This is an optimization exercise on Yosys and OpenROAD, whose aim is small area, not a production implementation.
Only simulation tests tie the RTL to the original design; equivalence was not proved.
No activity file was given, so power comes from the tool's default toggle rates.

==> flow/design.v, too long to show whole: its modules and the start of the top module <==
// module ram_rc: 28 lines
// module dualram: 25 lines
// module mult11sx8s: 726 lines
// module mult8ux8s: 629 lines
// module mult12sx8u: 176 lines
// module adder12s: 395 lines
// module adder14rs: 536 lines
// module dctreg2x8xn: 69 lines
// module dctq_controller: 252 lines
// module dctqtop: 92 lines
module dctqtop(
 clk,
 reset_n,
 start,
 di,
 din_valid,
 wa,
 be,
 hold,
 ready,
 dctq,
 dctq_valid,
 addr
 ) ;
 input clk ;
 input reset_n ;
 input start ;
 input din_valid ;
 input hold ;
 input [63:0] di ;
 input [2:0] wa ;
 input [7:0] be ;
 output ready ;
 output [8:0] dctq ;
 output dctq_valid ;
 output [5:0] addr ;
 wire rnw ;
 wire encnt2 ;
 wire [5:0] cnt1_reg ;
 wire [2:0] cnt2_reg ;
 wire [2:0] cnt3_reg ;
 wire [5:0] cnt4_reg ;
 wire [63:0] col ;
 wire [39:0] u1 ;
 wire [6:0] ms1 ;
 wire [10:0] din_next ;
 wire [10:0] qr0, qr1, qr2, qr3, qr4, qr5, qr6, qr7 ;
 wire [47:0] u2 ;
 wire [7:0] ms2 ;
 wire [11:0] dct_next ;
 wire [8:0] dctq_next ;
 reg [39:0] u1_reg ;           
 reg [6:0] ms1_reg ;           
 reg [2:0] k1_reg ;            
 reg [14*11-1:0] din_pipe ;    
 reg [2:0] cnt3_d1, cnt3_d2 ;  
 reg [47:0] u2_reg ;           
 reg [7:0] ms2_reg ;           
 reg [2:0] k2_reg ;            
 reg [12*12-1:0] dct_pipe ;    
 reg [9*9-1:0] dctq_pipe ;     
 dualram dualram1 ( .clk(clk), .rnw(rnw), .be(be), .ra(cnt1_reg[2:0]),
  .wa(wa), .di(di), .din_valid(din_valid), .dout(col) ) ;
 adder12s first_a ( .x(col), .k(cnt1_reg[5:3]), .u(u1), .msum(ms1) ) ;
 always @ (posedge clk)
 begin
  u1_reg <= u1 ;
  ms1_reg <= ms1 ;
  k1_reg <= cnt1_reg[5:3] ;
 end
 mult8ux8s first_b ( .u(u1_reg), .msum(ms1_reg), .k(k1_reg), .din(din_next) ) ;
 always @ (posedge clk)
  din_pipe <= {din_pipe[13*11-1:0], din_next} ;
  // ...
==> flow/run.sh <==
#!/bin/bash
# synth_recipe.tcl (not shown) runs the flow's synth.tcl, then flattens the netlist and writes it again
# the make line also repeats each setting of config.mk as NAME=value (left out here)
make -C /OpenROAD-flow-scripts/flow DESIGN_CONFIG=/design/flow/config.mk WORK_HOME=/design/flow/orfs CLKGATE_MAP_FILE= SYNTH_SCRIPT=/design/flow/synth_recipe.tcl finish
==> flow/config.mk <==
export PLATFORM = sky130hd
export DESIGN_NAME = dctqtop
export DESIGN_NICKNAME = dctqtop
export VERILOG_FILES = /design/flow/design.v
export SDC_FILE = /design/flow/constraint.sdc
export NUM_CORES = 4
export LEC_CHECK = 0
export CAP_MARGIN = 20
export CORE_MARGIN = 2
export CORE_UTILIZATION = 65
export SLEW_MARGIN = 20
==> flow/constraint.sdc <==
create_clock -name core_clock -period 8.0 [get_ports {clk}]
set_input_delay 1.6000 -clock core_clock [delete_from_list [all_inputs] [get_ports {clk}]]
set_output_delay 1.6000 -clock core_clock [all_outputs]
set_load 0.01 [all_outputs]
==> results_dict.tcl, run 1 <==
set metrics [dict create \
    detailedRoute.firstPassIterationCount 9 \
    cp.required_ps 8670 \
    finalCritPeriodShare 0.968 \
    die-area_sq_mm 0.135 \
    startpoint_type "flip-flop" \
    post_cts_resize_count 0 \
    multi_input_area_share 0.371 \
    critPathLaunch "dctq_control1.rnw" \
    tritoncts "done" \
    grt_pass1_wl_microns 336000 \
    slowest_stage "dfstp_4" \
    max-vdd-ir-drop_mv 0.221 \
    multi_input_cells 3421 \
    top_regs "dualram1.ram1.g_row.q (512), dualram1.ram2.g_row.q (512), din_pipe (154)" \
    powerClk_mw 8.03 \
    ys_types 93 \
    seq_cells 1718 \
    cts_hold_buf 0 \
    fin_nets 7169 \
    die_width_microns 368 \
    nClkBuffers 211 \
    cts_root_buf "clkbuf_16" \
    grt_antenna_before_repair 15 \
    pg_seq_mw 9.55 \
    synthMuxAreaShare 0.0728 \
    crit_arrival_ps 8410 \
    crit_path_end "ms1_reg[5]" \
    fin_util 0.721 \
    status "complete, no violations" \
    cp_num_cells 20 \
]
==> run 2, diff against run 1 <==
--- a/flow/config.mk
+++ b/flow/config.mk
@@ -9,3 +9,3 @@
 export CORE_MARGIN = 2
-export CORE_UTILIZATION = 65
+export CORE_UTILIZATION = 40
 export SLEW_MARGIN = 20
==> run 2 against run 1 <==
  * Largest cell class unchanged
  * Largest power group unchanged
  * Cell area is 1.6% higher
  * Maximum frequency is 1.2% higher
  * Combinational power rose by 7%
==> results_dict.tcl, run 2 <==
set metrics [dict create \
    status "complete, no violations" \
    crit_arrival_ps 8320 \
    cts_buffers 174 \
    p_int_mw 14.3 \
    top_regs "dualram1.ram1.g_row.q (512), dualram1.ram2.g_row.q (512), din_pipe (154)" \
    met2_length_microns 108000 \
    synth-compound-area-share 0.0717 \
    syn_to_final_growth_pct 11.9 \
    n_fill_cell 18977 \
    synth_top_area_cell "edfxtp_1" \
    fmax_mhz 131 \
    cp.required_ps 8670 \
    synth_ff_type "edfxtp_1" \
    antenna_left 0 \
    final_common_cell "edfxtp_1" \
    synthMuxAreaShare 0.0728 \
    ys_types 93 \
    switchingPower_mw 3.70 \
    start_util 0.402 \
    synthArstFlopShare 0.0204 \
    drive_gt1_frac 0.115 \
    post_cts_resize_count 0 \
    maxCapViolations 0 \
    tightest_slew_ps 1150 \
    worstSkewPairLatency_ps 860 \
    synth-xor-area-share 0.0605 \
    wl_met1_microns 102000 \
    drt_iter0_drc 5605 \
    hp-start "dctq_pipe[15]" \
    place_congestion 0.973 \
    cts_setup_buffers 0 \
    setup_tns_ps 0 \
    synth_adder_area_share 0.155 \
    via_count 50131 \
    r2r_end "ms1_reg[5]" \
    tritoncts "done" \
    synthSimpleGateAreaFrac 0.0458 \
    synth_top_area_frac 0.415 \
    ys_seq_area_frac 0.540 \
    clockPowerShare 0.458 \
    slew_viol_final 0 \
    grt_max_degree 72 \
    ys_top_cells_by_count "edfxtp_1 (1,189), inv_1 (740), fa_1 (527), dfxtp_1 (494), xnor2_1 (438)" \
    setup_viol 0 \
    startpoint_type "flip-flop" \
    wl_per_cell_microns 25.4 \
    fin_nets 7180 \
    ys.warnings.count 4 \
    drc 0 \
    powerDensity_mw_per_mm2 187 \
    synth_area_per_cell_sq_um 13.7 \
    dpl_worst_slack_ps 54.9 \
    synth_edf_count 1189 \
    p_total_mw 18.0 \
    gr-total-overflow 0 \
    grtUsageTotal 0.217 \
    wl_met3_microns 18800 \
    detailedRoute.firstPassIterationCount 6 \
    final_cell_mix "edfxtp_1 (1,189), inv_1 (740), fa_1 (527), dfxtp_1 (491), xnor2_1 (438)" \
    p_leak_nw 36.0 \
    path_class "reg -> reg" \
    cp-end-kind "flip-flop" \
    r2r_slack_ps 350 \
    clock-sinks 1718 \
    worst-path-max-fanout 25 \
    max-vdd-ir-drop_mv 0.221 \
    io_buffers 96 \
    slew_headroom 0.234 \
    finalCritPeriodShare 0.957 \
    path_clk_slew_ps 60 \
    synth.most_common_cell "edfxtp_1" \
    cts_root_buf "clkbuf_16" \
    timing.rr.start "dctq_control1.rnw" \
    pwr-share-seq 0.531 \
    synth_top_family_by_area "adder cells" \
    highest_layer "met5" \
    synth_cells 6277 \
    routed_via_density 5.37 \
    core_area_sq_mm 0.214 \
    routed_wl_microns 237000 \
    finalCriticalPeriod_ps 7650 \
    grt_pass1_wl_microns 349000 \
    hold_depth 0 \
    synth_seq_cells 1718 \
    grt_pass1_vias 51236 \
    grt_antenna_before_repair 28 \
    rsz0062_at_grt "no" \
    die-area_sq_mm 0.219 \
    rows 170 \
    hold_path.class "reg -> reg" \
    die_width_microns 468 \
    pin_count 97 \
    p_comb_frac 0.012 \
    synthesis.area_sq_mm 0.0861 \
    switching_share 0.206 \
    hold_viol_final 0 \
    min_to "dctq_pipe[24]" \
    syn-num-nets 7109 \
    clk_path_buf_depth 3 \
    fp.dieH_microns 468 \
    cts_hold_buf 0 \
    htree_levels 4 \
    fin_skew_ps 62.4 \
    hpwl_microns 174000 \
    r2r_cells 19 \
    setup_slack_ps 348 \
    synthTopCellsByArea "edfxtp_1 (41%), fa_1 (12%), dfxtp_1 (11%), mux4_2 (5.0%), xnor2_1 (4.5%)" \
]
==> run 2: worst max-delay path, stage by stage (launching register included) <==
cell and delay [ps]:
dfstp_4 920, mux4_1 630, mux2_2 330, a211oi_1 370, o22ai_1 270, and2_1 240, ha_1 260, inv_1 60
fa_1 510, inv_1 60, fa_1 540, inv_1 60, fa_1 500, fa_1 510, inv_1 60, fa_1 480
fa_1 440, fa_1 400, fa_1 390, fa_1 440
==> run 2: logic make-up (layout without fill, tap and decap cells) <==
logic type               count (synthesis)  count (layout)
adder cells (fa/ha/maj)                752             752
buffers and inverters                 1138            1353
other                                    0               5
AND/OR/NAND/NOR                        812             812
XOR/XNOR                               593             593
flip-flops                            1718            1718
multiplexers                           375             375
AO/OA/AOI/OAI                          889             889
==> run 2: final cells by class <==
class | count | area, sq um | area share
sequential | 1718 | 46500 | 0.483
clock inverter | 88 | 1050 | 0.0109
inverter | 750 | 2820 | 0.0292
multi-input combinational | 3421 | 35100 | 0.365
antenna | 5 | 12.5 | 0.000130
tap | 2838 | 3550 | 0.0369
clock buffer | 232 | 4850 | 0.0504
timing repair buffer | 283 | 2420 | 0.0252
==> run 2: layer usage <==
| layer | up-vias | track usage |
|---|---|---|
| met5 | - | 0 |
| met4 | 24 | 0.0705 |
| met3 | 342 | 0.0400 |
| met2 | 1947 | 0.335 |
| met1 | 25910 | 0.310 |
| li1 | 21908 | - |
==> run 2: worst max-delay path by stage <==
stage                                 start            to  slack (ps)  depth (start not counted)
final                     dctq_control1.rnw    ms1_reg[5]         350                         19
after global routing             cnt3_d2[1]    ms2_reg[6]          10                         24
after CTS                        cnt3_d2[1]    ms2_reg[6]          80                         24
after detailed placement         cnt3_d2[1]    ms2_reg[6]          50                         24
after global placement           cnt3_d2[1]    ms2_reg[6]          70                         24
after floorplan                   k2_reg[1]  dct_pipe[10]          20                         30
==> run 2: through the flow <==
stage | cell area, sq um | hold WS [ps] | utilization | cells
after detailed placement | 90400 | 312 | 0.422 | 9010
final | 96300 | 308 | 0.450 | 9335
after global routing | 96300 | 305 | 0.450 | 9331
after floorplan | 86100 | 310 | - | 6277
after CTS | 96300 | 308 | 0.449 | 9330
after global placement | 90400 | 310 | 0.422 | 9010
==> run 2: power groups by stage <==
| stage | combinational [mW] | sequential, mW | clock (mW) |
|---|---|---|---|
| floorplan | 0.0230 | 9.73 | 0 |
| global placement | 0.202 | 9.73 | 0 |
| detailed placement | 0.208 | 9.74 | 0 |
| CTS | 0.208 | 9.55 | 8.38 |
| global route | 0.216 | 9.54 | 8.71 |
| finish | 0.207 | 9.55 | 8.23 |

re-timing with driven ports:
Ports are ideal in the flow. The routed layouts listed here were re-timed in OpenROAD.
Step 1, drivers: a clkbuf_16 drives clk and a buf_2 each remaining input, both assumed.
Step 2 moves the port delays by t, midway between the first and last clock arrival at a register: inputs arrive t later, outputs are due t later. That takes back most of the time a late clock gives input paths.
Slacks: no drivers / after step 1 / after step 2; pairs: no drivers / after step 1.
run	t (ns)	setup slack, ns	latest minus earliest clock arrival (ns)
run 1	0.859	0.254 / 0.254 / 0.254	0.098 / 0.097
run 2	0.915	0.348 / 0.348 / 0.348	0.066 / 0.066
After both steps every run listed still meets setup and hold.
